From an optimization exercise on the open Yosys and OpenROAD flow, aimed at small area and a short achievable clock period; shortcuts taken in it are not production practice.
At most, simulation tests tie the RTL to the original design; equivalence was not proved.
Only the layout flow was run in run 4; the RTL was not checked for function there.
Power is estimated from default activity; no workload was simulated.

==> design/flow/constraint.sdc <==
create_clock -name core_clock -period 14.0 [get_ports {clk}]
set_input_delay 2.8000 -clock core_clock [delete_from_list [all_inputs] [get_ports {clk}]]
set_output_delay 2.8000 -clock core_clock [all_outputs]
set_load 0.01 [all_outputs]
==> design/flow/design.v <==
module sigmoid_fa(input wire a, input wire b, input wire c, output wire s, output wire co);
	assign s  = a ^ b ^ c;
	assign co = (a & b) | (a & c) | (b & c);
endmodule
module sigmoid_ha(input wire a, input wire b, output wire s, output wire co);
	assign s  = a ^ b;
	assign co = a & b;
endmodule
module sigmoid(
	input wire clk,
	input wire reset,
	input wire enable,
	input wire [17:0] x1,
	output reg [15:0] fixed_op
	);
	wire [16:0] m   = x1[16:0];
	wire        neg = x1[17];
	wire lt0 = m < 17'h018B7;
	wire lt1 = m < 17'h054A3;
	wire r0  = lt0;
	wire r1  = ~lt0 & lt1;
	wire r2  = ~lt1 & ~m[16] & ~m[15];
	wire r3  = ~m[16] & m[15];
	wire sat = m >= 17'd62874;	 
	wire [14:0] n  = m[14:0] ^ {15{neg}};
	wire [14:0] ni = ~n;
	wire p0_0 = r2 | (r3 & neg);
	wire p0_1 = (r2 & neg) | (r3 & neg);
	wire p0_2 = (r1 & neg) | (r2 & neg) | (r3 & neg);
	wire p0_4 = (r1 & neg) | (r2 & neg);
	wire p0_5 = (r0 & neg) | (r3 & n[0]);
	wire p0_6 = (r0 & neg) | (r3 & n[1]);
	wire p0_7 = (r0 & neg) | (r3 & n[2]);
	wire p0_8 = (r0 & neg) | (r2 & n[0]) | (r3 & n[3]);
	wire p0_9 = (r0 & neg) | (r2 & n[1]) | (r3 & n[4]);
	wire p0_10 = (r0 & neg) | (r1 & n[0]) | (r2 & n[2]) | (r3 & n[5]);
	wire p0_11 = (r0 & n[0]) | (r1 & n[1]) | (r2 & n[3]) | (r3 & n[6]);
	wire p0_12 = (r0 & n[1]) | (r1 & n[2]) | (r2 & n[4]) | (r3 & n[7]);
	wire p0_13 = (r0 & n[2]) | (r1 & n[3]) | (r2 & n[5]) | (r3 & n[8]);
	wire p0_14 = (r0 & n[3]) | (r1 & n[4]) | (r2 & n[6]) | (r3 & n[9]);
	wire p0_15 = (r0 & n[4]) | (r1 & n[5]) | (r2 & n[7]) | (r3 & n[10]);
	wire p0_16 = (r0 & n[5]) | (r1 & n[6]) | (r2 & n[8]) | (r3 & n[11]);
	wire p0_17 = (r0 & n[6]) | (r1 & n[7]) | (r2 & n[9]) | (r3 & n[12]);
	wire p0_18 = (r0 & n[7]) | (r1 & n[8]) | (r2 & n[10]) | (r3 & n[13]);
	wire p0_19 = (r0 & n[8]) | (r1 & n[9]) | (r2 & n[11]) | (r3 & n[14]);
	wire p0_20 = (r0 & n[9]) | (r1 & n[10]) | (r2 & n[12]) | (r3 & neg);
	wire p0_21 = (r0 & n[10]) | (r1 & n[11]) | (r2 & n[13]) | r3;
	wire p0_22 = (r0 & n[11]) | (r1 & n[12]) | r3;
	wire p0_23 = (r0 & n[12]) | (r1 & n[13]) | (r2 & ~neg) | r3;
	wire p0_24 = (r0 & neg) | (r1 & n[14]) | (r2 & ~neg) | r3;
	wire p0_25 = (r0 & ~neg) | r1 | (r2 & ~neg) | r3;
	wire p1_4 = (r0 & neg) | (r1 & n[0]) | (r2 & n[0]);
	wire p1_5 = (r1 & n[1]) | (r2 & n[1]) | (r3 & neg);
	wire p1_6 = (r1 & n[2]) | (r2 & n[2]);
	wire p1_7 = (r1 & n[3]) | (r2 & n[3]);
	wire p1_8 = (r1 & n[4]) | (r2 & n[4]);
	wire p1_9 = (r1 & n[5]) | (r2 & n[5]);
	wire p1_10 = (r1 & n[6]) | (r2 & n[6]);
	wire p1_11 = (r1 & n[7]) | (r2 & n[7]);
	wire p1_12 = (r1 & n[8]) | (r2 & n[8]);
	wire p1_13 = (r0 & neg) | (r1 & n[9]) | (r2 & n[9]) | (r3 & ~neg);
	wire p1_14 = (r1 & n[10]) | (r2 & n[10]);
	wire p1_15 = (r1 & n[11]) | (r2 & n[11]) | r3;
	wire p1_16 = (r1 & n[12]) | (r2 & n[12]) | (r3 & ~neg);
	wire p1_17 = (r1 & n[13]) | (r2 & n[13]) | (r3 & neg);
	wire p1_18 = (r1 & n[14]) | (r2 & ~neg) | r3;
	wire p1_19 = r3;
	wire p1_20 = (r1 & neg) | (r2 & neg);
	wire p1_21 = (r1 & ~neg) | (r2 & ~neg);
	wire p1_22 = (r1 & ~neg);
	wire p1_23 = (r1 & neg);
	wire p1_24 = (r1 & neg);
	wire p2_2 = (r0 & neg) | (r1 & n[0]);
	wire p2_3 = (r0 & neg) | (r1 & n[1]) | (r2 & n[0]) | (r3 & n[0]);
	wire p2_4 = (r1 & n[2]) | (r2 & n[1]) | (r3 & n[1]);
	wire p2_5 = (r1 & n[3]) | (r2 & n[2]) | (r3 & n[2]);
	wire p2_6 = (r1 & n[4]) | (r2 & n[3]) | (r3 & n[3]);
	wire p2_7 = (r1 & n[5]) | (r2 & n[4]) | (r3 & n[4]);
	wire p2_8 = (r1 & n[6]) | (r2 & n[5]) | (r3 & n[5]);
	wire p2_9 = (r1 & n[7]) | (r2 & n[6]) | (r3 & n[6]);
	wire p2_10 = (r1 & n[8]) | (r2 & n[7]) | (r3 & n[7]);
	wire p2_11 = (r1 & n[9]) | (r2 & n[8]) | (r3 & n[8]);
	wire p2_12 = (r1 & n[10]) | (r2 & n[9]) | (r3 & n[9]);
	wire p2_13 = (r1 & n[11]) | (r2 & n[10]) | (r3 & n[10]);
	wire p2_14 = (r1 & n[12]) | (r2 & n[11]) | (r3 & n[11]);
	wire p2_15 = (r1 & n[13]) | (r2 & n[12]) | (r3 & n[12]);
	wire p2_16 = (r1 & n[14]) | (r2 & n[13]) | (r3 & n[13]);
	wire p2_17 = r2 | (r3 & n[14]);
	wire p2_18 = (r1 & ~neg);
	wire p3_0 = (r0 & neg) | (r1 & n[0]) | (r2 & ni[0]);
	wire p3_1 = (r0 & neg) | (r1 & n[1]) | (r2 & ni[1]);
	wire p3_2 = (r1 & n[2]) | (r2 & ni[2]);
	wire p3_3 = (r1 & n[3]) | (r2 & ni[3]);
	wire p3_4 = (r1 & n[4]) | (r2 & ni[4]);
	wire p3_5 = (r1 & n[5]) | (r2 & ni[5]);
	wire p3_6 = (r1 & n[6]) | (r2 & ni[6]);
	wire p3_7 = (r1 & n[7]) | (r2 & ni[7]);
	wire p3_8 = (r1 & n[8]) | (r2 & ni[8]);
	wire p3_9 = (r1 & n[9]) | (r2 & ni[9]);
	wire p3_10 = (r1 & n[10]) | (r2 & ni[10]);
	wire p3_11 = (r1 & n[11]) | (r2 & ni[11]);
	wire p3_12 = (r1 & n[12]) | (r2 & ni[12]);
	wire p3_13 = (r1 & n[13]) | (r2 & ni[13]);
	wire p3_14 = (r1 & n[14]) | (r2 & neg);
	wire p3_15 = (r2 & neg);
	wire p3_16 = (r1 & ~neg) | (r2 & ~neg);
	wire p4_8 = (r2 & neg);
	wire p4_10 = (r1 & neg);
	wire p4_13 = (r1 & ~neg) | (r2 & neg);
	wire p4_14 = r1;
	wire s0, c0;
	sigmoid_ha ha0 (.a(p0_8), .b(p1_8), .s(s0), .co(c0));
	wire s1, c1;
	sigmoid_ha ha1 (.a(p0_9), .b(p1_9), .s(s1), .co(c1));
	wire s2, c2;
	sigmoid_fa fa2 (.a(p0_10), .b(p1_10), .c(p2_10), .s(s2), .co(c2));
	wire s3, c3;
	sigmoid_ha ha3 (.a(p0_11), .b(p1_11), .s(s3), .co(c3));
	wire s4, c4;
	sigmoid_ha ha4 (.a(p0_12), .b(p1_12), .s(s4), .co(c4));
	wire s5, c5;
	sigmoid_fa fa5 (.a(p0_13), .b(p1_13), .c(p2_13), .s(s5), .co(c5));
	wire s6, c6;
	sigmoid_fa fa6 (.a(p0_14), .b(p1_14), .c(p2_14), .s(s6), .co(c6));
	wire s7, c7;
	sigmoid_ha ha7 (.a(p0_15), .b(p1_15), .s(s7), .co(c7));
	wire s8, c8;
	sigmoid_ha ha8 (.a(p0_16), .b(p1_16), .s(s8), .co(c8));
	wire s9, c9;
	sigmoid_ha ha9 (.a(p0_4), .b(p1_4), .s(s9), .co(c9));
	wire s10, c10;
	sigmoid_fa fa10 (.a(p0_5), .b(p1_5), .c(p2_5), .s(s10), .co(c10));
	wire s11, c11;
	sigmoid_fa fa11 (.a(p0_6), .b(p1_6), .c(p2_6), .s(s11), .co(c11));
	wire s12, c12;
	sigmoid_fa fa12 (.a(p0_7), .b(p1_7), .c(p2_7), .s(s12), .co(c12));
	wire s13, c13;
	sigmoid_fa fa13 (.a(p2_8), .b(p3_8), .c(p4_8), .s(s13), .co(c13));
	wire s14, c14;
	sigmoid_fa fa14 (.a(p2_9), .b(p3_9), .c(c0), .s(s14), .co(c14));
	wire s15, c15;
	sigmoid_fa fa15 (.a(p3_10), .b(p4_10), .c(c1), .s(s15), .co(c15));
	wire s16, c16;
	sigmoid_fa fa16 (.a(p2_11), .b(p3_11), .c(c2), .s(s16), .co(c16));
	wire s17, c17;
	sigmoid_fa fa17 (.a(p2_12), .b(p3_12), .c(c3), .s(s17), .co(c17));
	wire s18, c18;
	sigmoid_fa fa18 (.a(p3_13), .b(p4_13), .c(c4), .s(s18), .co(c18));
	wire s19, c19;
	sigmoid_fa fa19 (.a(p3_14), .b(p4_14), .c(c5), .s(s19), .co(c19));
	wire s20, c20;
	sigmoid_fa fa20 (.a(p2_15), .b(p3_15), .c(c6), .s(s20), .co(c20));
	wire s21, c21;
	sigmoid_fa fa21 (.a(p2_16), .b(p3_16), .c(c7), .s(s21), .co(c21));
	wire s22, c22;
	sigmoid_fa fa22 (.a(p0_17), .b(p1_17), .c(p2_17), .s(s22), .co(c22));
	wire s23, c23;
	sigmoid_ha ha23 (.a(p0_18), .b(p1_18), .s(s23), .co(c23));
	wire s24, c24;
	sigmoid_ha ha24 (.a(p0_2), .b(p2_2), .s(s24), .co(c24));
	wire s25, c25;
	sigmoid_ha ha25 (.a(p2_3), .b(p3_3), .s(s25), .co(c25));
	wire s26, c26;
	sigmoid_fa fa26 (.a(p2_4), .b(p3_4), .c(s9), .s(s26), .co(c26));
	wire s27, c27;
	sigmoid_fa fa27 (.a(p3_5), .b(c9), .c(s10), .s(s27), .co(c27));
	wire s28, c28;
	sigmoid_fa fa28 (.a(p3_6), .b(c10), .c(s11), .s(s28), .co(c28));
	wire s29, c29;
	sigmoid_fa fa29 (.a(p3_7), .b(c11), .c(s12), .s(s29), .co(c29));
	wire s30, c30;
	sigmoid_fa fa30 (.a(s0), .b(c12), .c(s13), .s(s30), .co(c30));
	wire s31, c31;
	sigmoid_fa fa31 (.a(s1), .b(c13), .c(s14), .s(s31), .co(c31));
	wire s32, c32;
	sigmoid_fa fa32 (.a(s2), .b(c14), .c(s15), .s(s32), .co(c32));
	wire s33, c33;
	sigmoid_fa fa33 (.a(s3), .b(c15), .c(s16), .s(s33), .co(c33));
	wire s34, c34;
	sigmoid_fa fa34 (.a(s4), .b(c16), .c(s17), .s(s34), .co(c34));
	wire s35, c35;
	sigmoid_fa fa35 (.a(s5), .b(c17), .c(s18), .s(s35), .co(c35));
	wire s36, c36;
	sigmoid_fa fa36 (.a(s6), .b(c18), .c(s19), .s(s36), .co(c36));
	wire s37, c37;
	sigmoid_fa fa37 (.a(s7), .b(c19), .c(s20), .s(s37), .co(c37));
	wire s38, c38;
	sigmoid_fa fa38 (.a(s8), .b(c20), .c(s21), .s(s38), .co(c38));
	wire s39, c39;
	sigmoid_fa fa39 (.a(c8), .b(c21), .c(s22), .s(s39), .co(c39));
	wire s40, c40;
	sigmoid_fa fa40 (.a(p2_18), .b(c22), .c(s23), .s(s40), .co(c40));
	wire s41, c41;
	sigmoid_fa fa41 (.a(p0_19), .b(p1_19), .c(c23), .s(s41), .co(c41));
	wire s42, c42;
	sigmoid_ha ha42 (.a(p0_20), .b(p1_20), .s(s42), .co(c42));
	wire s43, c43;
	sigmoid_ha ha43 (.a(p0_21), .b(p1_21), .s(s43), .co(c43));
	wire s44, c44;
	sigmoid_ha ha44 (.a(p0_22), .b(p1_22), .s(s44), .co(c44));
	wire s45, c45;
	sigmoid_ha ha45 (.a(p0_23), .b(p1_23), .s(s45), .co(c45));
	wire s46, c46;
	sigmoid_ha ha46 (.a(p0_24), .b(p1_24), .s(s46), .co(c46));
	wire [25:0] ra = {p0_25, c45, c44, c43, c42, c41, c40, c39, c38, c37, c36, c35, c34, c33, c32, c31, c30, c29, c28, c27, c26, c25, c24, p3_2, p0_1, p0_0};
	wire [25:0] rb = {c46, s46, s45, s44, s43, s42, s41, s40, s39, s38, s37, s36, s35, s34, s33, s32, s31, s30, s29, s28, s27, s26, s25, s24, p3_1, p3_0};
	wire [25:0] pg = ra ^ rb;
	wire [25:0] tg = ra | rb;
	wire [25:0] gg = ra & rb;
	wire G1_0 = gg[1] | (pg[1] & gg[0]);
	wire G3_2 = gg[3] | (pg[3] & gg[2]);
	wire P3_2 = pg[3] & pg[2];
	wire G5_4 = gg[5] | (pg[5] & gg[4]);
	wire P5_4 = pg[5] & pg[4];
	wire G7_6 = gg[7] | (pg[7] & gg[6]);
	wire P7_6 = pg[7] & pg[6];
	wire G9_8 = gg[9] | (pg[9] & gg[8]);
	wire P9_8 = pg[9] & pg[8];
	wire G11_10 = gg[11] | (pg[11] & gg[10]);
	wire P11_10 = pg[11] & pg[10];
	wire G13_12 = gg[13] | (pg[13] & gg[12]);
	wire P13_12 = pg[13] & pg[12];
	wire G15_14 = gg[15] | (pg[15] & gg[14]);
	wire P15_14 = pg[15] & pg[14];
	wire G17_16 = gg[17] | (pg[17] & gg[16]);
	wire P17_16 = pg[17] & pg[16];
	wire G19_18 = gg[19] | (pg[19] & gg[18]);
	wire P19_18 = pg[19] & pg[18];
	wire G21_20 = gg[21] | (pg[21] & gg[20]);
	wire P21_20 = pg[21] & pg[20];
	wire G23_22 = gg[23] | (pg[23] & gg[22]);
	wire P23_22 = pg[23] & pg[22];
	wire G25_24 = gg[25] | (pg[25] & gg[24]);
	wire P25_24 = pg[25] & pg[24];
	wire G3_0 = G3_2 | (P3_2 & G1_0);
	wire G7_4 = G7_6 | (P7_6 & G5_4);
	wire P7_4 = P7_6 & P5_4;
	wire G11_8 = G11_10 | (P11_10 & G9_8);
	wire P11_8 = P11_10 & P9_8;
	wire G15_12 = G15_14 | (P15_14 & G13_12);
	wire P15_12 = P15_14 & P13_12;
	wire G19_16 = G19_18 | (P19_18 & G17_16);
	wire P19_16 = P19_18 & P17_16;
	wire G23_20 = G23_22 | (P23_22 & G21_20);
	wire P23_20 = P23_22 & P21_20;
	wire G7_0 = G7_4 | (P7_4 & G3_0);
	wire G15_8 = G15_12 | (P15_12 & G11_8);
	wire P15_8 = P15_12 & P11_8;
	wire G23_16 = G23_20 | (P23_20 & G19_16);
	wire P23_16 = P23_20 & P19_16;
	wire G15_0 = G15_8 | (P15_8 & G7_0);
	wire G23_0 = G23_16 | (P23_16 & G15_0);
	wire G11_0 = G11_8 | (P11_8 & G7_0);
	wire G19_0 = G19_16 | (P19_16 & G15_0);
	wire G5_0 = G5_4 | (P5_4 & G3_0);
	wire G9_0 = G9_8 | (P9_8 & G7_0);
	wire G13_0 = G13_12 | (P13_12 & G11_0);
	wire G17_0 = G17_16 | (P17_16 & G15_0);
	wire G21_0 = G21_20 | (P21_20 & G19_0);
	wire G25_0 = G25_24 | (P25_24 & G23_0);
	wire G2_0 = gg[2] | (pg[2] & G1_0);
	wire G4_0 = gg[4] | (pg[4] & G3_0);
	wire G6_0 = gg[6] | (pg[6] & G5_0);
	wire G8_0 = gg[8] | (pg[8] & G7_0);
	wire G10_0 = gg[10] | (pg[10] & G9_0);
	wire G12_0 = gg[12] | (pg[12] & G11_0);
	wire G14_0 = gg[14] | (pg[14] & G13_0);
	wire G16_0 = gg[16] | (pg[16] & G15_0);
	wire G18_0 = gg[18] | (pg[18] & G17_0);
	wire G20_0 = gg[20] | (pg[20] & G19_0);
	wire G22_0 = gg[22] | (pg[22] & G21_0);
	wire G24_0 = gg[24] | (pg[24] & G23_0);
	wire G0_0 = gg[0];
	wire [25:0] g = pg ^ {G24_0, G23_0, G22_0, G21_0, G20_0, G19_0, G18_0, G17_0, G16_0, G15_0, G14_0, G13_0, G12_0, G11_0, G10_0, G9_0, G8_0, G7_0, G6_0, G5_0, G4_0, G3_0, G2_0, G1_0, G0_0, 1'b0};
	wire [15:0] fixed_op_next = sat ? {2'b00, ~neg, 13'd0} : {3'b000, g[25:13]};
	always @(posedge clk, posedge reset) begin
		if (reset)
			fixed_op <= 567;
		else if (enable)
			fixed_op <= fixed_op_next;
	end
endmodule
==> design/flow/flow/run.sh <==
#!/bin/bash
# The standard layout, with plain buffers (buf_1) on the ports instead of the
# default delay-cell buffers.  The make output goes to standard.log; ORFS keeps
# each step's log under orfs/logs/.
set -euo pipefail
bash standard.sh BUFFER_PORTS_ARGS="-buffer_cell sky130_fd_sc_hd__buf_1" finish > standard.log 2>&1
==> design/flow/standard.sh <==
#!/bin/bash
# synth_recipe.tcl (not shown) runs the flow's synth.tcl, then flattens the netlist and writes it again
# the make line also repeats each setting of config.mk as NAME=value (left out here)
make -C /OpenROAD-flow-scripts/flow DESIGN_CONFIG=/design/flow/config.mk WORK_HOME=/design/flow/orfs CLKGATE_MAP_FILE= SYNTH_SCRIPT=/design/flow/synth_recipe.tcl "${@:-finish}"
==> design/flow/config.mk <==
export PLATFORM = sky130hd
export DESIGN_NAME = sigmoid
export DESIGN_NICKNAME = sigmoid
export VERILOG_FILES = /design/flow/design.v
export SDC_FILE = /design/flow/constraint.sdc
export NUM_CORES = 4
export LEC_CHECK = 0
export ABC_AREA = 1
export CAP_MARGIN = 20
export CORE_MARGIN = 2
export CORE_UTILIZATION = 40
export SLEW_MARGIN = 20
export SYNTH_HIERARCHICAL = 1
==> PnR_summary.wiki, run 1 <==
{| class="wikitable"
! Metric !! Value
|-
| Run status || finished clean
|-
| Cell internal power dissipation || 0.0001725 W
|-
| Final setup fails || 0
|-
| Fraction of final layout cells with drive strength greater than 1 || 0.09051
|-
| Via count || 2954
|-
| Async set or reset register ratio after synthesis || 1.000
|-
| Crit share post-route || 0.5382
|-
| Detailed-route wire length || 8331 um
|-
| Overall die area || 0.008923 sq mm
|-
| CTS resizes || 0
|-
| Largest regs || fixed_op (14)
|-
| Worst hold stages || 2
|-
| Number of synthesized flops with an enable pin || 0
|-
| Maximum clock frequency || 132.7 MHz
|-
| Source-to-sink clock delay at the later pin of the worst-skew pair || 240 ps
|-
| Antenna diode count || 0
|-
| Worst-path cell with the longest stage delay || fa_1
|-
| H-tree depth || 1
|-
| Vias in the first global route || 3039
|-
| Synthesis-stage register bit count || 14
|-
| Area of the mapped netlist || 0.003273 sq mm
|-
| Number of hold-slack violations in the final timing report || 0
|-
| Worst path buffer plus inverter count || 4
|-
| Relative area change from synthesis to final layout || 7.607%
|-
| Antenna violations before repair || 0
|-
| Slowest stage delay, CP || 510 ps
|-
| Register area share after synthesis || 0.1093
|-
| Leading area contributor after synthesis || fa_1
|-
| Transition time at the pin with the least slew margin || 578.3 ps
|-
| Worst Setup Slack, final || 6465 ps
|-
| Largest register by flop count || fixed_op
|-
| Share of power burned in combinational logic || 0.712
|-
| Clock power frac || 0.099
|-
| Critical path data required time || 14130 ps
|-
| Number of cells traversed by the worst register-to-register path || 2
|-
| Total Routing Usage GR || 0.1986
|-
| Cell at the root of the clock tree || clkbuf_8
|-
| Reg clk slew, reported paths || 60 ps
|-
| Core area || 0.007848 sq mm
|-
| DRC violation count after routing || 0
|-
| Count of hold buffers inserted by post-cts repair || 0
|-
| Register share of total power || 0.189
|-
| Antenna-violating nets left || 0
|-
| Die outline width || 94.46 um
|-
| Cell area power density || 94.28 mW/mm^2
|-
| Worst path most repeated cell || fa_1
|-
| Pins Over Slew Limit || 0
|-
| Nets || 551
|-
| Library cells used by synthesis || 40
|-
| Top fanout value on the critical path || 16
|-
| Filler instances || 842
|-
| Sw Share || 0.4805
|-
| Data arrival time of the critical path || 7660 ps
|-
| Element type at the critical path end || flip-flop
|-
| Critical Path Start Type || input pin
|-
| I/O pin total || 37
|-
| Deepest clock path buffer count || 2
|-
| Pin count of the biggest net entering global routing || 23
|-
| Share of the synthesized area in the top cell type || 0.2324
|-
| Postcts setup bufs || 0
|-
| Num rows || 32
|-
| Category of the most critical setup path || input pin to flip-flop
|-
| Sum of overflow across all layers after global routing || 0
|-
| Weighted congestion reported at the end of routability-driven placement || 0.9056
|-
| Yosys warning count || 7
|-
| Setup TNS || 0 ps
|-
| Dpl ws || 6207 ps
|-
| # clock sinks || 14
|-
| Per-cell via count in the routed design || 5.323
|-
| TritonCTS clock tree || built
|-
| Most common library cell in the layout ignoring fill and taps || nand2_1
|-
| Maximum VDD drop || 67.54 uV
|-
| Number of DRC markers in iteration 0 || 326
|-
| Total half-perimeter wirelength after legalization and detailed placement || 7231 um
|-
| Routed WL per cell || 15.01 um
|-
| WP depth || 25
|-
| CP delay by family, top || adder cells
|-
| Unrepaired setup endpoints after global routing || no
|-
| Global-route wire length before repair || 14150 um
|-
| Predominant post-synthesis flop cell || dfrtp_1
|-
| Leakage power || 1.832 nW
|-
| Final setup skew || 0 ps
|-
| Total of max-cap violations || 0
|-
| Highest-count cells in the layout ignoring fill and taps || nand2_1, fa_1, ha_1, buf_1, inv_1
|-
| IO buf count || 34
|-
| CTS buffer count || 3
|-
| Kind of path behind the tightest hold check || flip-flop to flip-flop
|-
| Average instance area after synthesis || 7.720 sq um
|-
| Y dimension of the die || 94.46 um
|-
| Net switching power figure || 0.0001596 W
|-
| Synth area leaders || fa_1, ha_1, nand2_1
|-
| Gate count after technology mapping || 424
|-
| DRT Pass-1 Iters || 4
|-
| Starting utilization of the core area || 0.4171
|-
| Post-layout min period || 7535 ps
|-
| Max FFs per register || 14
|-
| Relative slew margins || 0.6104
|}
path summary, 6_finish.rpt:
kind / to / from / slack (ps)
min in group asynchronous: fixed_op[13] / reset / 2570
hold / removal: fixed_op[0] / fixed_op[0] / 470
setup reg to reg: fixed_op[2] / fixed_op[2] / 13260
setup / recovery: fixed_op[12] / x1[16] / 6460
max in group asynchronous: fixed_op[5] / reset / 11070
hold reg to reg: fixed_op[0] / fixed_op[0] / 470
routing by layer:
metal	global-route usage	up-vias	routed length [um]
met5	0	-	0
met4	0.02053	0	90
met3	0.01995	12	407
met2	0.3351	84	3813
met1	0.2861	1399	4020
li1	-	1459	-
power groups by stage:
stage	Clock [W]	Combinational [W]	Sequential, W
5_1_grt	0.0000372	0.000277	0.0000644
3_5_place_dp	0	0.000239	0.0000637
2_1_floorplan	0	0.000175	0.0000698
3_3_place_gp	0	0.000236	0.0000635
6_report	0.0000329	0.000236	0.0000629
4_1_cts	0.0000342	0.000241	0.0000630
cell type report:
| cell class | instances | area, sq um | share of cell area |
|---|---|---|---|
| repair buffers | 35 | 135.1 | 0.03837 |
| multi-input cells | 363 | 2716 | 0.7712 |
| flip-flops and latches | 14 | 357.8 | 0.1016 |
| inverters | 37 | 140.1 | 0.03979 |
| clock buffers | 4 | 45.04 | 0.01279 |
| well taps | 102 | 127.6 | 0.03623 |
cell usage after synthesis (2+ instances only):
master / count
dfrtp_1: 8
nand2_2: 12
dfstp_2: 6
o21ai_0: 23
nor2_4: 3
fa_1: 38
o21ai_1: 5
a22o_1: 3
nor2_1: 21
o211ai_1: 3
inv_2: 4
nand2_1: 119
buf_2: 5
a211oi_1: 2
nand4_1: 14
clkbuf_1: 3
nor2_2: 3
xnor2_1: 5
a21oi_2: 2
ha_1: 38
nand2_4: 2
a21oi_1: 10
nand3_1: 30
inv_1: 32
xor2_1: 17
buf_4: 2
metrics by stage:
step | hold slack [ps] | utilization | cell area [sq um] | std cells | total power, W
final | 471.3 | 0.4488 | 3522 | 555 | 0.0003321
after global routing | 498.9 | 0.4488 | 3522 | 555 | 0.0003786
after CTS | 478.4 | 0.4488 | 3522 | 555 | 0.0003384
after detailed placement | 465.9 | 0.4431 | 3477 | 551 | 0.0003031
after global placement | 463.7 | 0.4431 | 3477 | 551 | 0.0002995
after floorplan | 473.6 | - | 3277 | 425 | 0.0002453
worst register-to-register path, stage by stage, from the launching register on:
cell and delay (ps):
dfstp_2 520, nand2_1 40, o21ai_0 100
kinds of logic (layout without fill, tap and decap cells):
kind of cell,Yosys count,after routing,share of synthesized area
other,1,2,0.001146
XOR/XNOR,22,22,0.05887
adder cells (fa/ha/maj),76,76,0.3777
buffers and inverters,48,76,0.06192
AND/OR/NAND/NOR,210,210,0.2928
flip-flops,14,14,0.1093
AO/OA/AOI/OAI,53,53,0.09825
modules after synthesis (local to each module, per instance):
module | cells | flip-flops and latches
sigmoid | 377 | 14
sigmoid_ha | 1 | 0
sigmoid_fa | 1 | 0
==> inputs of run 2 (changes only) <==
--- a/design/flow/config.mk
+++ b/design/flow/config.mk
@@ -9,5 +9,6 @@
 export CAP_MARGIN = 20
 export CORE_MARGIN = 2
-export CORE_UTILIZATION = 40
+export CORE_UTILIZATION = 80
+export CTS_BUF_LIST = sky130_fd_sc_hd__clkbuf_4
 export SLEW_MARGIN = 20
 export SYNTH_HIERARCHICAL = 1
==> run 2 against run 1 <==
Effect of this change:
- critical path depth grew 1
- first-iteration DRC count grew 31%
- design area decreased by 2.6%
- clock power down 21%
- core utilization rose by 42 points
- sequential share of layout area rose by 0.27 points
- global-route usage is 27 points higher
- highest routed layer unchanged
- register-to-register slack worse by 90 ps
- hold slack better by 9.3 ps
- synthesized cell count is the same
- flip-flop and latch count stayed put
- sequential power increased by 0.8%
==> PnR_summary.wiki, run 2 <==
{| class="wikitable"
! Metric !! Value
|-
| Y dimension of the die || 67.97 um
|-
| Core occupancy in the finished layout || 0.8642
|-
| Pin count of the biggest net entering global routing || 23
|-
| Highest-utilization routing layer at the global route stage || met2
|-
| Cell at the root of the clock tree || clkbuf_4
|-
| H-tree depth || 1
|-
| Weighted congestion reported at the end of routability-driven placement || 1.063
|-
| CTS resizes || 0
|-
| Unrepaired setup endpoints after global routing || no
|-
| Register area share after synthesis || 0.1093
|-
| Relative slew margins || 0.6063
|-
| Register-to-register setup slack || 13170 ps
|-
| Top fanout value on the critical path || 13
|-
| Largest regs || fixed_op (14)
|-
| Met2 usage || 0.7367
|-
| Maximum VDD drop || 56.55 uV
|-
| Setup TNS || 0 ps
|-
| Share of the synthesized area in the top cell type || 0.2324
|-
| Worst path buffer plus inverter count || 4
|-
| Source-to-sink clock delay at the later pin of the worst-skew pair || 300 ps
|-
| Postcts setup bufs || 0
|-
| Leading area contributor after synthesis || fa_1
|-
| Worst Hold End || fixed_op[0]
|-
| I/O pin total || 37
|-
| # clock sinks || 14
|-
| Dpl ws || 6134 ps
|-
| Total half-perimeter wirelength after legalization and detailed placement || 7674 um
|-
| Sum of overflow across all layers after global routing || 0
|-
| Number of synthesized flops with an enable pin || 0
|-
| Crit share post-route || 0.5413
|-
| Category of the most critical setup path || input pin to flip-flop
|-
| Reg clk slew, reported paths || 100 ps
|-
| Run status || finished clean
|-
| Starting utilization of the core area || 0.8242
|-
| Count of hold buffers inserted by post-cts repair || 0
|-
| Final setup skew || 0 ps
|-
| Gate count after technology mapping || 424
|-
| Most common library cell in the layout ignoring fill and taps || nand2_1
|-
| Library cells used by synthesis || 40
|-
| Async set or reset register ratio after synthesis || 1.000
|-
| Fraction of final layout cells with drive strength greater than 1 || 0.09071
|-
| Worst path most repeated cell || fa_1
|-
| Antenna violations before repair || 0
|-
| DRC violation count after routing || 0
|-
| Antenna-violating nets left || 0
|-
| Start point of the worst min-delay path || fixed_op[0]
|-
| CP delay by family, top || adder cells
|-
| Yosys warning count || 7
|-
| Synth area leaders || fa_1, ha_1, nand2_1
|-
| Core area || 0.003971 sq mm
|-
| Number of cells traversed by the worst register-to-register path || 2
|-
| Num rows || 23
|-
| Post-Place Cells || 498
|-
| Element type at the critical path end || flip-flop
|-
| Worst hold stages || 2
|-
| Startpoint of the most critical register-to-register path || fixed_op[4]
|-
| Largest register by flop count || fixed_op
|-
| Data arrival time of the critical path || 7760 ps
|-
| Synth top cells by count || nand2_1, fa_1, ha_1
|-
| Routed WL per cell || 18.71 um
|-
| Total of max-cap violations || 0
|-
| Max FFs per register || 14
|-
| Leading cell type by number of instances after synthesis || nand2_1
|-
| Number of hold-slack violations in the final timing report || 0
|-
| Nets || 550
|-
| CTS buffer count || 3
|-
| TritonCTS clock tree || built
|-
| Die outline width || 67.97 um
|-
| IO buf count || 34
|-
| Per-cell via count in the routed design || 6.538
|-
| Worst-path cell with the longest stage delay || fa_1
|-
| Critical Path Start Type || input pin
|-
| Global-route wire length before repair || 16010 um
|-
| Leakage power || 1.823 nW
|-
| Total Routing Usage GR || 0.4732
|-
| DRT Pass-1 Iters || 8
|-
| Filler instances || 237
|-
| Critical path data required time || 14180 ps
|-
| Transition time at the pin with the least slew margin || 589.9 ps
|-
| Final setup fails || 0
|-
| Synthesis-stage register bit count || 14
|-
| Number of DRC markers in iteration 0 || 427
|-
| Area of the mapped netlist || 0.003273 sq mm
|-
| Met3 GRT Util || 0.2072
|-
| Via count || 3282
|-
| Detailed-route wire length || 9390 um
|-
| Met1 usage in global routing || 0.5429
|-
| Predominant post-synthesis flop cell || dfrtp_1
|-
| Antenna diode count || 0
|-
| Final Non-Filler Cells || 502
|-
| Maximum clock frequency || 132.0 MHz
|-
| Worst Setup Slack, final || 6422 ps
|-
| Kind of path behind the tightest hold check || flip-flop to flip-flop
|-
| Overall die area || 0.004619 sq mm
|-
| Vias in the first global route || 3472
|-
| Average instance area after synthesis || 7.720 sq um
|-
| Relative area change from synthesis to final layout || 4.855%
|-
| Highest-count cells in the layout ignoring fill and taps || nand2_1, fa_1, ha_1, buf_1, inv_1
|-
| Crit Reg-Reg Endpoint || fixed_op[4]
|-
| Post-layout min period || 7578 ps
|-
| Deepest clock path buffer count || 2
|-
| Cell area power density || 103.8 mW/mm^2
|-
| Slowest stage delay, CP || 510 ps
|-
| Pins Over Slew Limit || 0
|}
## run 2: cell types whose count changed in the layout (fill, tap and decap cells not counted), sizes merged
cell / delta
clkinv: +1
buf: -2
## run 2: worst max-delay path by stage
stage / from / to / cells after the start
after floorplan: x1[15] / fixed_op[12] / 25
after global placement: x1[17] / fixed_op[12] / 20
after detailed placement: x1[17] / fixed_op[12] / 20
after CTS: x1[17] / fixed_op[12] / 20
after global routing: x1[14] / fixed_op[12] / 28
final: x1[7] / fixed_op[12] / 26
## run 2: power by group
group / total [W] / switching [W] / internal [W]
clock: 0.0000261 / 0.0000157 / 0.0000104
combinational: 0.000267 / 0.000164 / 0.000102
sequential: 0.0000634 / 0.00000629 / 0.0000571
## run 2: logic make-up (layout without fill, tap and decap cells)
family | after synthesis | after routing | synth area share
simple gates | 210 | 210 | 0.2928
fa+ha+maj | 76 | 76 | 0.3777
compound gates | 53 | 53 | 0.09825
buf+inv | 48 | 75 | 0.06192
xor+xnor | 22 | 22 | 0.05887
flops | 14 | 14 | 0.1093
other cells | 1 | 2 | 0.001146
## run 2: routing by layer
metal	vias up	share of wire
li1	1458	-
met1	1515	0.37
met2	239	0.48
met3	70	0.10
met4	0	0.050
met5	-	0
## run 2: modules after synthesis (local to each module, per instance)
module / cell area (sq um) / copies in the design / cells / flops+latches
sigmoid_ha: 12.51 / 15 / 1 / 0
sigmoid_fa: 20.02 / 32 / 1 / 0
sigmoid: 2445 / 1 / 377 / 14
## run 2: cell type report
cell class | count | area [sq um] | share of cell area
tap | 50 | 62.56 | 0.01823
clock inverter | 1 | 3.754 | 0.001094
timing repair buffer | 34 | 128.9 | 0.03755
inverter | 37 | 140.1 | 0.04083
multi-input combinational | 363 | 2716 | 0.7915
sequential | 14 | 357.8 | 0.1043
clock buffer | 3 | 22.52 | 0.006562
## run 2: through the flow
step           area [sq um]  hold WS, ps  power [W]
2_1_floorplan          3277        473.6  0.0002453
3_3_place_gp           3405        458.5  0.0002892
3_5_place_dp           3405        464.2  0.0003202
4_1_cts                3431        478.4  0.0003478
5_1_grt                3432        501.5  0.0003952
6_report               3432        480.6  0.0003561
## run 2: worst register-to-register path, cell delays in order, from the launching register on
cell and delay (ps):
dfstp_2 550, nand2_1 60, o21ai_0 130
==> inputs of run 3 (changes only) <==
--- a/design/flow/config.mk
+++ b/design/flow/config.mk
@@ -9,5 +9,5 @@
 export CAP_MARGIN = 20
 export CORE_MARGIN = 2
-export CORE_UTILIZATION = 80
+export CORE_UTILIZATION = 60
 export CTS_BUF_LIST = sky130_fd_sc_hd__clkbuf_4
 export SLEW_MARGIN = 20
==> run 3 against run 2 <==
Effect of this change:
- still clean
- first-iteration DRC count shrank 25%
- synthesized cell count is the same
- critical path depth grew 2
- via count shrank 5.6%
- total power shrank 6.7%
- design area grew 0.73%
- die area grew 31%
- clock power is essentially flat
- fmax grew 2.3%
- critical path type unchanged
==> PnR_summary.wiki, run 3 <==
{| class="wikitable"
! Metric !! Value
|-
| Predominant post-synthesis flop cell || dfrtp_1
|-
| CTS buffer count || 3
|-
| Area of the mapped netlist || 0.003273 sq mm
|-
| Synthesis-stage register bit count || 14
|-
| Global-route wire length before repair || 14780 um
|-
| Relative slew margins || 0.6285
|-
| Leading area contributor after synthesis || fa_1
|-
| Category of the most critical setup path || input pin to flip-flop
|-
| Source-to-sink clock delay at the later pin of the worst-skew pair || 300 ps
|-
| Highest-count cells in the layout ignoring fill and taps || nand2_1, fa_1, ha_1, buf_1, inv_1
|-
| Max FFs per register || 14
|-
| Cell area after layout || 0.003457 sq mm
|-
| Fraction of final layout cells with drive strength greater than 1 || 0.09071
|-
| Slowest stage delay, CP || 510 ps
|-
| Routed WL per cell || 16.32 um
|-
| Overall die area || 0.006062 sq mm
|-
| Pin count of the biggest net entering global routing || 23
|-
| Reg clk slew, reported paths || 100 ps
|-
| Crit path launch || x1[14]
|-
| Y dimension of the die || 77.86 um
|-
| Die outline width || 77.86 um
|-
| Cell at the root of the clock tree || clkbuf_4
|-
| Startpoint of the most critical register-to-register path || fixed_op[2]
|-
| Async set or reset register ratio after synthesis || 1.000
|-
| Nets || 550
|-
| Library cells used by synthesis || 40
|-
| Critical path data required time || 14180 ps
|-
| H-tree depth || 1
|-
| Pins Over Slew Limit || 0
|-
| Via count || 3097
|-
| Sum of overflow across all layers after global routing || 0
|-
| Transition time at the pin with the least slew margin || 556.6 ps
|-
| Maximum clock frequency || 135.0 MHz
|-
| Gate count after technology mapping || 424
|-
| Vias in the first global route || 3178
|-
| Weighted congestion reported at the end of routability-driven placement || 0.9536
|-
| Register area share after synthesis || 0.1093
|-
| Antenna violations before repair || 0
|-
| Final setup skew || 0 ps
|-
| Leakage power || 1.823 nW
|-
| Start point of the worst min-delay path || fixed_op[0]
|-
| TritonCTS clock tree || built
|-
| I/O pin total || 37
|-
| Detailed-route wire length || 8520 um
|-
| Leading cell type by number of instances after synthesis || nand2_1
|-
| CTS resizes || 0
|-
| CP delay by family, top || adder cells
|-
| Filler instances || 472
|-
| Final setup fails || 0
|-
| Synth top cells by count || nand2_1, fa_1, ha_1
|-
| IO buf count || 34
|-
| Num rows || 26
|-
| Element type at the critical path end || flip-flop
|-
| Largest register by flop count || fixed_op
|-
| Most common library cell in the layout ignoring fill and taps || nand2_1
|-
| Share of the synthesized area in the top cell type || 0.2324
|-
| Worst path most repeated cell || nand2_1
|-
| Post-layout min period || 7406 ps
|-
| Synth area leaders || fa_1, ha_1, nand2_1
|-
| Worst-path cell with the longest stage delay || fa_1
|-
| DRC violation count after routing || 0
|-
| Number of hold-slack violations in the final timing report || 0
|-
| Cell area reported after detailed placement || 0.003430 sq mm
|-
| Average instance area after synthesis || 7.720 sq um
|-
| Core area || 0.005172 sq mm
|-
| Setup TNS || 0 ps
|-
| DRT Pass-1 Iters || 6
|-
| Relative area change from synthesis to final layout || 5.619%
|-
| Top fanout value on the critical path || 16
|-
| Number of DRC markers in iteration 0 || 322
|-
| Postcts setup bufs || 0
|-
| Largest regs || fixed_op (14)
|-
| Antenna diode count || 0
|-
| Deepest clock path buffer count || 2
|-
| Critical Path Start Type || input pin
|-
| Total half-perimeter wirelength after legalization and detailed placement || 7223 um
|-
| Per-cell via count in the routed design || 5.933
|-
| Cell area power density || 96.10 mW/mm^2
|-
| Number of synthesized flops with an enable pin || 0
|-
| Count of hold buffers inserted by post-cts repair || 0
|-
| Run status || finished clean
|-
| Maximum VDD drop || 65.19 uV
|-
| Total of max-cap violations || 0
|-
| Total Routing Usage GR || 0.3040
|-
| Yosys warning count || 7
|-
| Crit share post-route || 0.5290
|-
| Starting utilization of the core area || 0.6328
|-
| Unrepaired setup endpoints after global routing || no
|-
| # clock sinks || 14
|-
| Final hold slack || 478.8 ps
|-
| Kind of path behind the tightest hold check || flip-flop to flip-flop
|-
| Worst path buffer plus inverter count || 5
|-
| Antenna-violating nets left || 0
|-
| Data arrival time of the critical path || 7590 ps
|-
| Register-to-register setup slack || 13210 ps
|}
run 3: cell counts after synthesis:
Identical to the previous run, type by type.
run 3: cells by family (layout without fill, tap and decap cells):
family          after synthesis  after routing  share of synthesized area
fa+ha+maj                    76             76                     0.3777
compound gates               53             53                    0.09825
buf+inv                      48             75                    0.06192
simple gates                210            210                     0.2928
other cells                   1              2                   0.001146
flops                        14             14                     0.1093
xor+xnor                     22             22                    0.05887
run 3: worst paths after layout:
check                          endpoint  depth (start not counted)
setup / recovery           fixed_op[12]                         28
hold / removal              fixed_op[0]                          2
setup reg to reg            fixed_op[2]                          2
hold reg to reg             fixed_op[0]                          2
max in group asynchronous   fixed_op[9]                          2
min in group asynchronous   fixed_op[3]                          2
run 3: Yosys stat by module (local to each module, per instance):
module / flip-flops and latches / copies in the design / area [sq um] / cells
sigmoid_ha: 0 / 15 / 12.51 / 1
sigmoid_fa: 0 / 32 / 20.02 / 1
sigmoid: 14 / 1 / 2445 / 377
run 3: stage by stage:
stage,utilization,setup slack (ps),power [W],cells
after floorplan,-,6918,0.0002453,425
after global placement,0.6630,6203,0.0002940,518
after detailed placement,0.6630,6138,0.0003058,518
after CTS,0.6681,6444,0.0003323,522
after global routing,0.6684,6244,0.0003731,522
final,0.6684,6594,0.0003322,522
run 3: worst register-to-register path, stage by stage (launching register included):
cell,delay (ps)
dfstp_2,550
nand2_1,50
o21ai_0,110
run 3: area by class of cell:
class | count | area [sq um] | area share
Multi-Input combinational cell | 363 | 2716 | 0.7857
Sequential cell | 14 | 357.8 | 0.1035
Inverter | 37 | 140.1 | 0.04054
Timing Repair Buffer | 34 | 128.9 | 0.03728
Tap cell | 70 | 87.58 | 0.02533
Clock buffer | 3 | 22.52 | 0.006515
Clock inverter | 1 | 3.754 | 0.001086
run 3: routing by layer:
| metal | wire length [um] | share of wire | track usage |
|---|---|---|---|
| met1 | 3751 | 0.44 | 0.4175 |
| met2 | 3977 | 0.47 | 0.5138 |
| met3 | 675 | 0.079 | 0.05581 |
| met4 | 115 | 0.013 | 0.04107 |
| met5 | 0 | 0 | 0 |
run 3: power by group:
group          switching [W]   total, W  internal, W
sequential        0.00000610  0.0000632    0.0000571
clock              0.0000154  0.0000258    0.0000104
combinational       0.000146   0.000243    0.0000969
==> inputs of run 4 (changes only) <==
--- a/design/flow/design.v
+++ b/design/flow/design.v
@@ -16,10 +16,10 @@
 	wire [16:0] m   = x1[16:0];
 	wire        neg = x1[17];
-	wire lt0 = m < 17'h018B7;
-	wire lt1 = m < 17'h054A3;
+	wire lt0 = m[15:0] < 16'h18B7;
+	wire lt1 = m[15:0] < 16'h54A3;
 	wire r0  = lt0;
 	wire r1  = ~lt0 & lt1;
-	wire r2  = ~lt1 & ~m[16] & ~m[15];
-	wire r3  = ~m[16] & m[15];
+	wire r2  = ~lt1 & ~m[15];
+	wire r3  = m[15];
 	wire sat = m >= 17'd62874;	 
 	wire [14:0] n  = m[14:0] ^ {15{neg}};
--- a/design/flow/config.mk
+++ b/design/flow/config.mk
@@ -9,6 +9,5 @@
 export CAP_MARGIN = 20
 export CORE_MARGIN = 2
-export CORE_UTILIZATION = 60
-export CTS_BUF_LIST = sky130_fd_sc_hd__clkbuf_4
+export CORE_UTILIZATION = 40
 export SLEW_MARGIN = 20
 export SYNTH_HIERARCHICAL = 1
==> run 4 against run 3 <==
Effect of this change:
- global-route usage fell by 9.6 points
- non-clock buffer count increased by 2
- combinational power is 52% higher
==> PnR_summary.wiki, run 4 <==
{| class="wikitable"
! Metric !! Value
|-
| Synth top cells by count || nand2_1, fa_1, ha_1
|-
| Postcts setup bufs || 0
|-
| Routed WL per cell || 15.19 um
|-
| Leakage power || 1.737 nW
|-
| Fraction of final layout cells with drive strength greater than 1 || 0.07333
|-
| Sw Share || 0.5006
|-
| CTS resizes || 0
|-
| Unrepaired setup endpoints after global routing || no
|-
| Top fanout value on the critical path || 22
|-
| Total Routing Usage GR || 0.2082
|-
| Top Metal Used || met4
|-
| Area of the mapped netlist || 0.003198 sq mm
|-
| I/O pin total || 37
|-
| Final setup fails || 0
|-
| Largest regs || fixed_op (14)
|-
| Antenna violations before repair || 0
|-
| Register share of total power || 0.136
|-
| Cell internal power dissipation || 0.0002366 W
|-
| Pins Over Slew Limit || 0
|-
| Synthesis-stage register bit count || 14
|-
| Average instance area after synthesis || 7.614 sq um
|-
| Cell area power density || 136.4 mW/mm^2
|-
| TritonCTS clock tree || built
|-
| Reg clk slew, reported paths || 60 ps
|-
| Per-cell via count in the routed design || 5.391
|-
| Y dimension of the die || 93.42 um
|-
| Data arrival time of the critical path || 7960 ps
|-
| Library cells used by synthesis || 37
|-
| Async set or reset register ratio after synthesis || 1.000
|-
| Max FFs per register || 14
|-
| Clock power frac || 0.084
|-
| DRC violation count after routing || 0
|-
| Predominant post-synthesis flop cell || dfrtp_1
|-
| Worst path most repeated cell || fa_1
|-
| Share of the synthesized area in the top cell type || 0.2379
|-
| Cell at the root of the clock tree || clkbuf_8
|-
| Worst Setup Slack, final || 6175 ps
|-
| Final hold slack || 475.6 ps
|-
| Total half-perimeter wirelength after legalization and detailed placement || 7221 um
|-
| Largest register by flop count || fixed_op
|-
| WL met2 || 3846 um
|-
| Deepest clock path buffer count || 2
|-
| Leading area contributor after synthesis || fa_1
|-
| Post-layout min period || 7825 ps
|-
| Dpl ws || 5949 ps
|-
| CTS buffer count || 3
|-
| Element type at the critical path end || flip-flop
|-
| Sum of overflow across all layers after global routing || 0
|-
| Cell area after layout || 0.003473 sq mm
|-
| Setup TNS || 0 ps
|-
| Category of the most critical setup path || input pin to flip-flop
|-
| Power consumption || 0.0004738 W
|-
| Share of power burned in combinational logic || 0.780
|-
| DRT Pass-1 Iters || 4
|-
| Vias in the first global route || 2994
|-
| Overall die area || 0.008726 sq mm
|-
| Nets || 548
|-
| Net switching power figure || 0.0002372 W
|-
| Sum of routed wire segments on met1 || 4012 um
|-
| Kind of path behind the tightest hold check || flip-flop to flip-flop
|-
| Number of DRC markers in iteration 0 || 211
|-
| Antenna-violating nets left || 0
|-
| Met3 wire length || 404 um
|-
| Number of hold-slack violations in the final timing report || 0
|-
| Count of hold buffers inserted by post-cts repair || 0
|-
| Run status || finished clean
|-
| Most common library cell in the layout ignoring fill and taps || nand2_1
|-
| Yosys warning count || 7
|-
| Weighted congestion reported at the end of routability-driven placement || 0.9673
|-
| Critical path data required time || 14140 ps
|-
| Maximum VDD drop || 55.76 uV
|-
| Pin count of the biggest net entering global routing || 23
|-
| Global-route wire length before repair || 14640 um
|-
| Leading cell type by number of instances after synthesis || nand2_1
|-
| Register area share after synthesis || 0.1119
|-
| Worst-path cell with the longest stage delay || fa_1
|-
| Synth area leaders || fa_1, ha_1, nand2_1
|-
| Detailed-route wire length || 8385 um
|-
| Antenna diode count || 0
|-
| Starting utilization of the core area || 0.4139
|-
| Via count || 2976
|-
| Core area || 0.007727 sq mm
|-
| IO buf count || 34
|-
| Highest-count cells in the layout ignoring fill and taps || nand2_1, fa_1, ha_1, nand3_1, buf_1
|-
| Source-to-sink clock delay at the later pin of the worst-skew pair || 240 ps
|-
| Slowest stage delay, CP || 500 ps
|-
| Die outline width || 93.42 um
|-
| Num rows || 32
|-
| Gate count after technology mapping || 420
|-
| # clock sinks || 14
|-
| Number of synthesized flops with an enable pin || 0
|-
| Relative area change from synthesis to final layout || 8.607%
|-
| Critical Path Start Type || input pin
|-
| Final setup skew || 0 ps
|-
| Cell area reported after detailed placement || 0.003418 sq mm
|-
| Total of max-cap violations || 0
|-
| Relative slew margins || 0.5857
|-
| Maximum clock frequency || 127.8 MHz
|-
| Filler instances || 812
|-
| Transition time at the pin with the least slew margin || 615.0 ps
|-
| H-tree depth || 1
|-
| Crit share post-route || 0.5589
|}
==> run 4: power by group through the flow <==
stage | clock network, W | logic, W | registers [W]
after global placement | 0 | 0.000371 | 0.0000652
final | 0.0000397 | 0.000370 | 0.0000646
after CTS | 0.0000405 | 0.000377 | 0.0000649
after floorplan | 0 | 0.000284 | 0.0000716
after global routing | 0.0000428 | 0.000438 | 0.0000669
after detailed placement | 0 | 0.000375 | 0.0000655
==> run 4: routing by layer <==
layer / vias to the layer above / global-route usage
met5: - / 0
met4: 0 / 0.02941
met3: 13 / 0.02740
met2: 98 / 0.3441
met1: 1409 / 0.2978
li1: 1456 / -
==> run 4: worst paths after layout <==
path	from	endpoint	slack [ps]	cells after the start
hold reg to reg	fixed_op[0]	fixed_op[0]	480	2
setup / recovery	x1[15]	fixed_op[12]	6170	26
min in group asynchronous	reset	fixed_op[13]	2570	2
max in group asynchronous	reset	fixed_op[5]	11060	2
setup reg to reg	fixed_op[9]	fixed_op[9]	13260	2
hold / removal	fixed_op[0]	fixed_op[0]	480	2
==> run 4: Yosys stat by module (local to each module, per instance) <==
module | times used | cell area [sq um] | cells | flip-flops and latches
sigmoid | 1 | 2370 | 373 | 14
sigmoid_ha | 15 | 12.51 | 1 | 0
sigmoid_fa | 32 | 20.02 | 1 | 0
==> run 4: worst max-delay path, delay by kind of cell <==
kind / cells / cell delay (ps)
AOI/OAI and AO/OA: 2 / 240
buffers and inverters: 5 / 800
and+or+nand+nor: 12 / 1740
adders and majority gates: 5 / 2080
xor gates and xnor gates: 2 / 300
==> run 4: cell type report <==
cell class,count,area (sq um),share of cell area
clock buffer,4,55.05,0.01585
inverter,38,143.9,0.04143
multi-input combinational,358,2646,0.7619
sequential,14,357.8,0.1030
tap,102,127.6,0.03674
timing repair buffer,36,142.6,0.04107
==> run 4: logic make-up (layout without fill, tap and decap cells) <==
family                     count (synthesis)  in the layout  share of synthesized area
xor gates and xnor gates                  22             22                    0.06025
and+or+nand+nor                          202            202                     0.2743
DFF                                       14             14                     0.1119
other                                      1              2                   0.001173
buffers and inverters                     49             78                    0.06182
adders and majority gates                 76             76                     0.3865
AOI/OAI and AO/OA                         56             56                     0.1041
==> run 4: through the flow <==
stage,util,cells
finish,0.4495,552
global route,0.4495,552
CTS,0.4495,552
detailed placement,0.4424,548
global placement,0.4424,548
floorplan,-,421
==> inputs of run 5 (changes only) <==
--- a/design/flow/design.v
+++ b/design/flow/design.v
@@ -16,10 +16,10 @@
 	wire [16:0] m   = x1[16:0];
 	wire        neg = x1[17];
-	wire lt0 = m[15:0] < 16'h18B7;
-	wire lt1 = m[15:0] < 16'h54A3;
+	wire lt0 = m < 17'h018B7;
+	wire lt1 = m < 17'h054A3;
 	wire r0  = lt0;
 	wire r1  = ~lt0 & lt1;
-	wire r2  = ~lt1 & ~m[15];
-	wire r3  = m[15];
+	wire r2  = ~lt1 & ~m[16] & ~m[15];
+	wire r3  = ~m[16] & m[15];
 	wire sat = m >= 17'd62874;	 
 	wire [14:0] n  = m[14:0] ^ {15{neg}};
==> design/flow/flow/run.sh (replaced) <==
#!/bin/bash
set -euo pipefail
bash standard.sh BUFFER_PORTS_ARGS="-buffer_cell sky130_fd_sc_hd__buf_1" SETUP_SLACK_MARGIN=6.8 TNS_END_PERCENT=0 finish > standard.log 2>&1
--- a/design/flow/config.mk
+++ b/design/flow/config.mk
@@ -9,5 +9,6 @@
 export CAP_MARGIN = 20
 export CORE_MARGIN = 2
-export CORE_UTILIZATION = 40
+export CORE_UTILIZATION = 60
+export CTS_BUF_LIST = sky130_fd_sc_hd__clkbuf_4
 export SLEW_MARGIN = 20
 export SYNTH_HIERARCHICAL = 1
==> run 5 against run 4 <==
Effect of this change:
- register-to-register slack worse by 40 ps
- flip-flop and latch count stayed put
- first-iteration DRC count grew 90%
- critical path type unchanged
- worst setup slack gained 720 ps
- core utilization increased by 28 points
- largest cell class unchanged
==> PnR_summary.wiki, run 5 <==
{| class="wikitable"
! Metric !! Value
|-
| Run status || finished clean
|-
| Unrepaired setup endpoints after global routing || yes
|-
| Register area share after synthesis || 0.1093
|-
| Register share of total power || 0.175
|-
| Post-layout min period || 7103 ps
|-
| Largest regs || fixed_op (14)
|-
| Average instance area after synthesis || 7.720 sq um
|-
| Fraction of final layout cells with drive strength greater than 1 || 0.1892
|-
| Worst-path cell with the longest stage delay || fa_1
|-
| I/O pin total || 37
|-
| Library cells used by synthesis || 40
|-
| Critical path data required time || 14180 ps
|-
| Leading area contributor after synthesis || fa_1
|-
| Worst Hold End || fixed_op[0]
|-
| Number of synthesized flops with an enable pin || 0
|-
| Count of hold buffers inserted by post-cts repair || 0
|-
| Cell internal power dissipation || 0.0001822 W
|-
| Die outline width || 77.86 um
|-
| Sum of routed wire segments on met1 || 3889 um
|-
| Area of the mapped netlist || 0.003273 sq mm
|-
| Start point of the worst min-delay path || fixed_op[0]
|-
| Top fanout value on the critical path || 8
|-
| Kind of path behind the tightest hold check || flip-flop to flip-flop
|-
| Leakage power || 1.944 nW
|-
| Final setup fails || 0
|-
| Nets || 563
|-
| CTS buffer count || 3
|-
| Cell at the root of the clock tree || clkbuf_4
|-
| Num rows || 26
|-
| Sum of overflow across all layers after global routing || 0
|-
| Total of max-cap violations || 0
|-
| Number of cells traversed by the worst register-to-register path || 2
|-
| Sw Share || 0.4957
|-
| Async set or reset register ratio after synthesis || 1.000
|-
| DRC violation count after routing || 0
|-
| Core area || 0.005172 sq mm
|-
| Overall die area || 0.006062 sq mm
|-
| WL met2 || 4181 um
|-
| Antenna-violating nets left || 0
|-
| # clock sinks || 14
|-
| Maximum VDD drop || 67.50 uV
|-
| Detailed-route wire length || 8983 um
|-
| Crit share post-route || 0.5073
|-
| Predominant post-synthesis flop cell || dfrtp_1
|-
| Reg clk slew, reported paths || 100 ps
|-
| Gate count after technology mapping || 424
|-
| Per-cell via count in the routed design || 6.024
|-
| Share of power burned in combinational logic || 0.754
|-
| Critical Path Start Type || input pin
|-
| Element type at the critical path end || flip-flop
|-
| Max FFs per register || 14
|-
| Final hold slack || 475.3 ps
|-
| H-tree depth || 1
|-
| TritonCTS clock tree || built
|-
| Pin count of the biggest net entering global routing || 23
|-
| Vias in the first global route || 3222
|-
| Number of hold-slack violations in the final timing report || 0
|-
| Synthesis-stage register bit count || 14
|-
| Antenna diode count || 0
|-
| Startpoint of the most critical register-to-register path || fixed_op[2]
|-
| Starting utilization of the core area || 0.6328
|-
| Transition time at the pin with the least slew margin || 584.9 ps
|-
| Antenna violations before repair || 0
|-
| Worst hold stages || 2
|-
| Most common library cell in the layout ignoring fill and taps || nand2_1
|-
| Weighted congestion reported at the end of routability-driven placement || 0.9536
|-
| Net switching power figure || 0.0001791 W
|-
| Slowest stage delay, CP || 560 ps
|-
| Y dimension of the die || 77.86 um
|-
| Setup TNS || 0 ps
|-
| Core occupancy in the finished layout || 0.7250
|-
| Top Metal Used || met4
|-
| Data arrival time of the critical path || 7280 ps
|-
| Leading cell type by number of instances after synthesis || nand2_1
|-
| Maximum clock frequency || 140.8 MHz
|-
| Share of the synthesized area in the top cell type || 0.2324
|-
| Deepest clock path buffer count || 2
|-
| Pins Over Slew Limit || 0
|-
| Cell area power density || 96.36 mW/mm^2
|-
| Worst path most repeated cell || nand2_2
|-
| Cell area reported after detailed placement || 0.003430 sq mm
|-
| Synth top cells by count || nand2_1, fa_1, ha_1
|-
| DRT Pass-1 Iters || 6
|-
| Relative slew margins || 0.6060
|-
| Filler instances || 439
|-
| Final setup skew || 0 ps
|-
| Relative area change from synthesis to final layout || 14.56%
|-
| Via count || 3223
|-
| Category of the most critical setup path || input pin to flip-flop
|-
| Met3 wire length || 692 um
|-
| Register-to-register setup slack || 13220 ps
|-
| Total Routing Usage GR || 0.3073
|-
| Power consumption || 0.0003613 W
|-
| Cell area after layout || 0.003750 sq mm
|-
| Global-route wire length before repair || 14920 um
|-
| IO buf count || 34
|-
| Source-to-sink clock delay at the later pin of the worst-skew pair || 300 ps
|-
| Largest register by flop count || fixed_op
|-
| Routed WL per cell || 16.79 um
|-
| Yosys warning count || 7
|-
| Number of DRC markers in iteration 0 || 400
|-
| Crit Reg-Reg Endpoint || fixed_op[2]
|-
| Synth area leaders || fa_1, ha_1, nand2_1
|-
| Highest-count cells in the layout ignoring fill and taps || nand2_1, ha_1, fa_1, inv_1, nand3_1
|-
| Total half-perimeter wirelength after legalization and detailed placement || 7223 um
|-
| Clock power frac || 0.071
|}
## run 5: worst max path at each step
stage / start / to / slack, ps / cells past startpoint
detailed placement: x1[17] / fixed_op[12] / 6140 / 18
floorplan: x1[15] / fixed_op[12] / 6920 / 25
global placement: x1[17] / fixed_op[12] / 6200 / 18
finish: x1[6] / fixed_op[12] / 6900 / 26
CTS: x1[8] / fixed_op[12] / 6800 / 26
global route: x1[7] / fixed_op[12] / 6680 / 25
## run 5: logic make-up (layout without fill, tap and decap cells)
family                   after synthesis  count (layout)  synth area share
other                                  1               2          0.001146
XOR/XNOR                              22              22           0.05887
buffers and inverters                 48              88           0.06192
flip-flops                            14              14            0.1093
adder cells (fa/ha/maj)               76              76            0.3777
AO/OA/AOI/OAI                         53              53           0.09825
AND/OR/NAND/NOR                      210             210            0.2928
## run 5: per-stage QoR
stage	worst slack, ps	cells
detailed placement	6138	518
floorplan	6918	425
finish	6897	535
global route	6678	535
global placement	6203	518
CTS	6803	528
## run 5: metal layers
layer / GRT usage / vias up
met1: 0.4223 / 1514
met3: 0.05814 / 32
li1: - / 1487
met4: 0.04286 / 0
met2: 0.5172 / 190
met5: 0 / -
## run 5: area by class of cell
| type | instances | area [sq um] | area share |
|---|---|---|---|
| Tap cell | 70 | 87.58 | 0.02336 |
| Timing Repair Buffer | 47 | 267.8 | 0.07140 |
| Inverter | 37 | 157.7 | 0.04204 |
| Clock buffer | 3 | 22.52 | 0.006006 |
| Clock inverter | 1 | 3.754 | 0.001001 |
| Multi-Input combinational cell | 363 | 2853 | 0.7608 |
| Sequential cell | 14 | 357.8 | 0.09543 |
## run 5: per-module statistics from Yosys, one instance, submodules excluded
module / copies in the design / cells
sigmoid_ha: 15 / 1
sigmoid: 1 / 377
sigmoid_fa: 32 / 1
## run 5: critical path: cells and delay by family
family                   cells  cell delay (ps)
XOR/XNOR                     2              300
buffers and inverters        5              530
AO/OA/AOI/OAI                4              540
adder cells (fa/ha/maj)      5             2180
AND/OR/NAND/NOR             10              920
## run 5: repair_timing
| item | in CTS | in global routing |
|---|---|---|
| pin swaps | 2 | 22 |
| endpoints found under the setup margin | 8 | 8 |
| gates cloned | 0 | 0 |
| buffers inserted | 6 | 7 |
| gates resized for setup | 8 | 50 |
## run 5: power by group through the flow
| stage | clock network (W) | registers (W) | logic (W) |
|---|---|---|---|
| CTS | 0.0000262 | 0.0000631 | 0.000249 |
| finish | 0.0000255 | 0.0000633 | 0.000273 |
| global placement | 0 | 0.0000631 | 0.000231 |
| global route | 0.0000275 | 0.0000651 | 0.000309 |
| floorplan | 0 | 0.0000698 | 0.000175 |
| detailed placement | 0 | 0.0000638 | 0.000242 |
==> inputs of run 6 (changes only) <==
==> design/flow/flow/run.sh (replaced) <==
#!/bin/bash
set -euo pipefail
bash standard.sh BUFFER_PORTS_ARGS="-buffer_cell sky130_fd_sc_hd__buf_1" SETUP_SLACK_MARGIN=7.2 TNS_END_PERCENT=0 finish > standard.log 2>&1
==> run 6 against run 5 <==
Effect of this change:
- flip-flop and latch count stayed put
- synthesized area stayed put
- die area stayed put
- clock power is 2% lower
- highest routed layer unchanged
- non-clock buffer count is 24 higher
- largest power group unchanged
- sequential share of layout area is 0.84 points lower
- first-iteration DRC count is 3.0% lower
- clock skew stayed put
- fmax is 1.4% higher
- cell count is 4.7% higher
==> PnR_summary.wiki, run 6 <==
{| class="wikitable"
! Metric !! Value
|-
| Run status || finished clean
|-
| DRC violation count after routing || 0
|-
| Met2 usage || 0.5552
|-
| Start point of the worst min-delay path || fixed_op[0]
|-
| Kind of path behind the tightest hold check || flip-flop to flip-flop
|-
| Leakage power || 2.123 nW
|-
| Critical Path Start Type || input pin
|-
| Deepest clock path buffer count || 2
|-
| Worst Hold End || fixed_op[0]
|-
| Max FFs per register || 14
|-
| Synth area leaders || fa_1, ha_1, nand2_1
|-
| Total half-perimeter wirelength after legalization and detailed placement || 6942 um
|-
| Total of max-cap violations || 0
|-
| Crit Reg-Reg Endpoint || fixed_op[4]
|-
| Element type at the critical path end || flip-flop
|-
| Num rows || 26
|-
| CP delay by family, top || adder cells
|-
| Cell area power density || 94.77 mW/mm^2
|-
| Global-route wire length before repair || 15770 um
|-
| Largest regs || fixed_op (14)
|-
| Post-layout min period || 7004 ps
|-
| Worst hold stages || 2
|-
| Antenna-violating nets left || 0
|-
| Gate count after technology mapping || 424
|-
| Yosys warning count || 7
|-
| Weighted congestion reported at the end of routability-driven placement || 1.049
|-
| Sw Share || 0.4855
|-
| Final setup fails || 0
|-
| Most common library cell in the layout ignoring fill and taps || nand2_1
|-
| Net switching power figure || 0.0001892 W
|-
| Sum of overflow across all layers after global routing || 0
|-
| Worst path most repeated cell || nand2_2
|-
| Die outline width || 77.86 um
|-
| Leading area contributor after synthesis || fa_1
|-
| Relative slew margins || 0.5969
|-
| Routed WL per cell || 16.67 um
|-
| Unrepaired setup endpoints after global routing || yes
|-
| Total Routing Usage GR || 0.3244
|-
| Count of hold buffers inserted by post-cts repair || 0
|-
| Library cells used by synthesis || 40
|-
| Core area || 0.005172 sq mm
|-
| Synthesis-stage register bit count || 14
|-
| Area used by multi-input combinational logic || 0.002987 sq mm
|-
| Met3 GRT Util || 0.05000
|-
| Share of power burned in combinational logic || 0.774
|-
| Leading cell type by number of instances after synthesis || nand2_1
|-
| Source-to-sink clock delay at the later pin of the worst-skew pair || 290 ps
|-
| Critical path data required time || 14180 ps
|-
| Maximum clock frequency || 142.8 MHz
|-
| Largest register by flop count || fixed_op
|-
| Highest-count cells in the layout ignoring fill and taps || nand2_1, buf_4, fa_1, ha_1, inv_1
|-
| Nets || 588
|-
| Number of hold-slack violations in the final timing report || 0
|-
| Final setup skew || 0 ps
|-
| Slowest stage delay, CP || 540 ps
|-
| Highest-utilization routing layer at the global route stage || met2
|-
| Number of cells traversed by the worst register-to-register path || 2
|-
| DRT Pass-1 Iters || 6
|-
| Clock power frac || 0.064
|-
| I/O pin total || 37
|-
| Met1 usage in global routing || 0.4278
|-
| Antenna diode count || 0
|-
| Y dimension of the die || 77.86 um
|-
| Fraction of final layout cells with drive strength greater than 1 || 0.2796
|-
| Synth top cells by count || nand2_1, fa_1, ha_1
|-
| Number of synthesized flops with an enable pin || 0
|-
| Setup TNS || 0 ps
|-
| Pins Over Slew Limit || 0
|-
| Number of DRC markers in iteration 0 || 388
|-
| Cell internal power dissipation || 0.0002006 W
|-
| Average instance area after synthesis || 7.720 sq um
|-
| H-tree depth || 1
|-
| Via count || 3367
|-
| IO buf count || 34
|-
| Vias in the first global route || 3421
|-
| TritonCTS clock tree || built
|-
| Overall die area || 0.006062 sq mm
|-
| Per-cell via count in the routed design || 6.013
|-
| Filler instances || 372
|-
| Category of the most critical setup path || input pin to flip-flop
|-
| CTS buffer count || 3
|-
| Register area share after synthesis || 0.1093
|-
| Register share of total power || 0.162
|-
| Area of all sequential standard cells || 357.8 sq um
|-
| Pin count of the biggest net entering global routing || 20
|-
| Async set or reset register ratio after synthesis || 1.000
|-
| Relative area change from synthesis to final layout || 25.65%
|-
| Worst path buffer plus inverter count || 4
|-
| Data arrival time of the critical path || 7180 ps
|-
| Final hold slack || 483.4 ps
|-
| Reg clk slew, reported paths || 100 ps
|-
| Core occupancy in the finished layout || 0.7951
|-
| Worst-path cell with the longest stage delay || fa_1
|-
| Startpoint of the most critical register-to-register path || fixed_op[4]
|-
| Antenna violations before repair || 0
|-
| Cell at the root of the clock tree || clkbuf_4
|-
| Predominant post-synthesis flop cell || dfrtp_1
|-
| Maximum VDD drop || 66.01 uV
|-
| Area of the mapped netlist || 0.003273 sq mm
|-
| Crit share post-route || 0.5003
|-
| # clock sinks || 14
|-
| Share of the synthesized area in the top cell type || 0.2324
|}
run 6: power by group through the flow:
stage | Sequential (W) | Combinational [W] | Clock [W]
4_1_cts | 0.0000630 | 0.000278 | 0.0000260
2_1_floorplan | 0.0000698 | 0.000181 | 0
6_report | 0.0000630 | 0.000302 | 0.0000251
3_5_place_dp | 0.0000636 | 0.000247 | 0
5_1_grt | 0.0000649 | 0.000338 | 0.0000279
3_3_place_gp | 0.0000632 | 0.000235 | 0
run 6: kinds of logic (layout without fill, tap and decap cells):
kind of cell	count (synthesis)	after routing	share of synthesized area
adder cells (fa/ha/maj)	76	76	0.3777
other	1	2	0.001146
XOR/XNOR	22	22	0.05887
AND/OR/NAND/NOR	210	210	0.2928
buffers and inverters	48	113	0.06192
flip-flops	14	14	0.1093
AO/OA/AOI/OAI	53	53	0.09825
run 6: stage by stage:
stage	power [W]	cell area (sq um)	std cells	worst slack (ps)
after floorplan	0.0002507	3321	425	7179
after CTS	0.0003675	3990	553	7051
final	0.0003898	4113	560	6996
after global placement	0.0002985	3467	518	6404
after global routing	0.0004312	4113	560	6863
after detailed placement	0.0003103	3482	519	6423
run 6: area by class of cell:
cell class,count,area share
clock buffer,3,0.005476
inverter,37,0.04046
clock inverter,1,0.0009127
sequential,14,0.08701
tap,70,0.02130
timing repair buffer,71,0.1165
timing repair inverter,1,0.002130
multi-input combinational,363,0.7262
run 6: timing repair:
item,CTS,global route
resized for setup,72,19
gates cloned,1,0
endpoints found under the setup margin,12,12
setup buffers,29,7
pin swaps,36,30
hold endpoints to repair,0,0
run 6: worst max-delay path by stage:
stage	cells past startpoint	to	start	slack, ps
2_1_floorplan	29	fixed_op[12]	x1[6]	7180
3_3_place_gp	18	fixed_op[12]	x1[17]	6400
3_5_place_dp	28	fixed_op[12]	x1[6]	6420
4_1_cts	27	fixed_op[12]	x1[8]	7050
5_1_grt	27	fixed_op[12]	x1[6]	6860
6_report	26	fixed_op[12]	x1[5]	7000
run 6: per-layer routing:
layer	up-vias	share of wire
met3	46	0.086
li1	1539	-
met2	202	0.47
met4	0	0.034
met1	1580	0.40
met5	-	0
run 6: modules after synthesis (local to each module, per instance):
| module | times used | cell area (sq um) | flip-flops and latches |
|---|---|---|---|
| sigmoid_ha | 15 | 12.51 | 0 |
| sigmoid_fa | 32 | 20.02 | 0 |
| sigmoid | 1 | 2445 | 14 |
run 6: worst register-to-register path, cell delays in order, from the launching register on:
cell	delay, ps
dfstp_2	540
nand2_1	50
o21ai_0	100
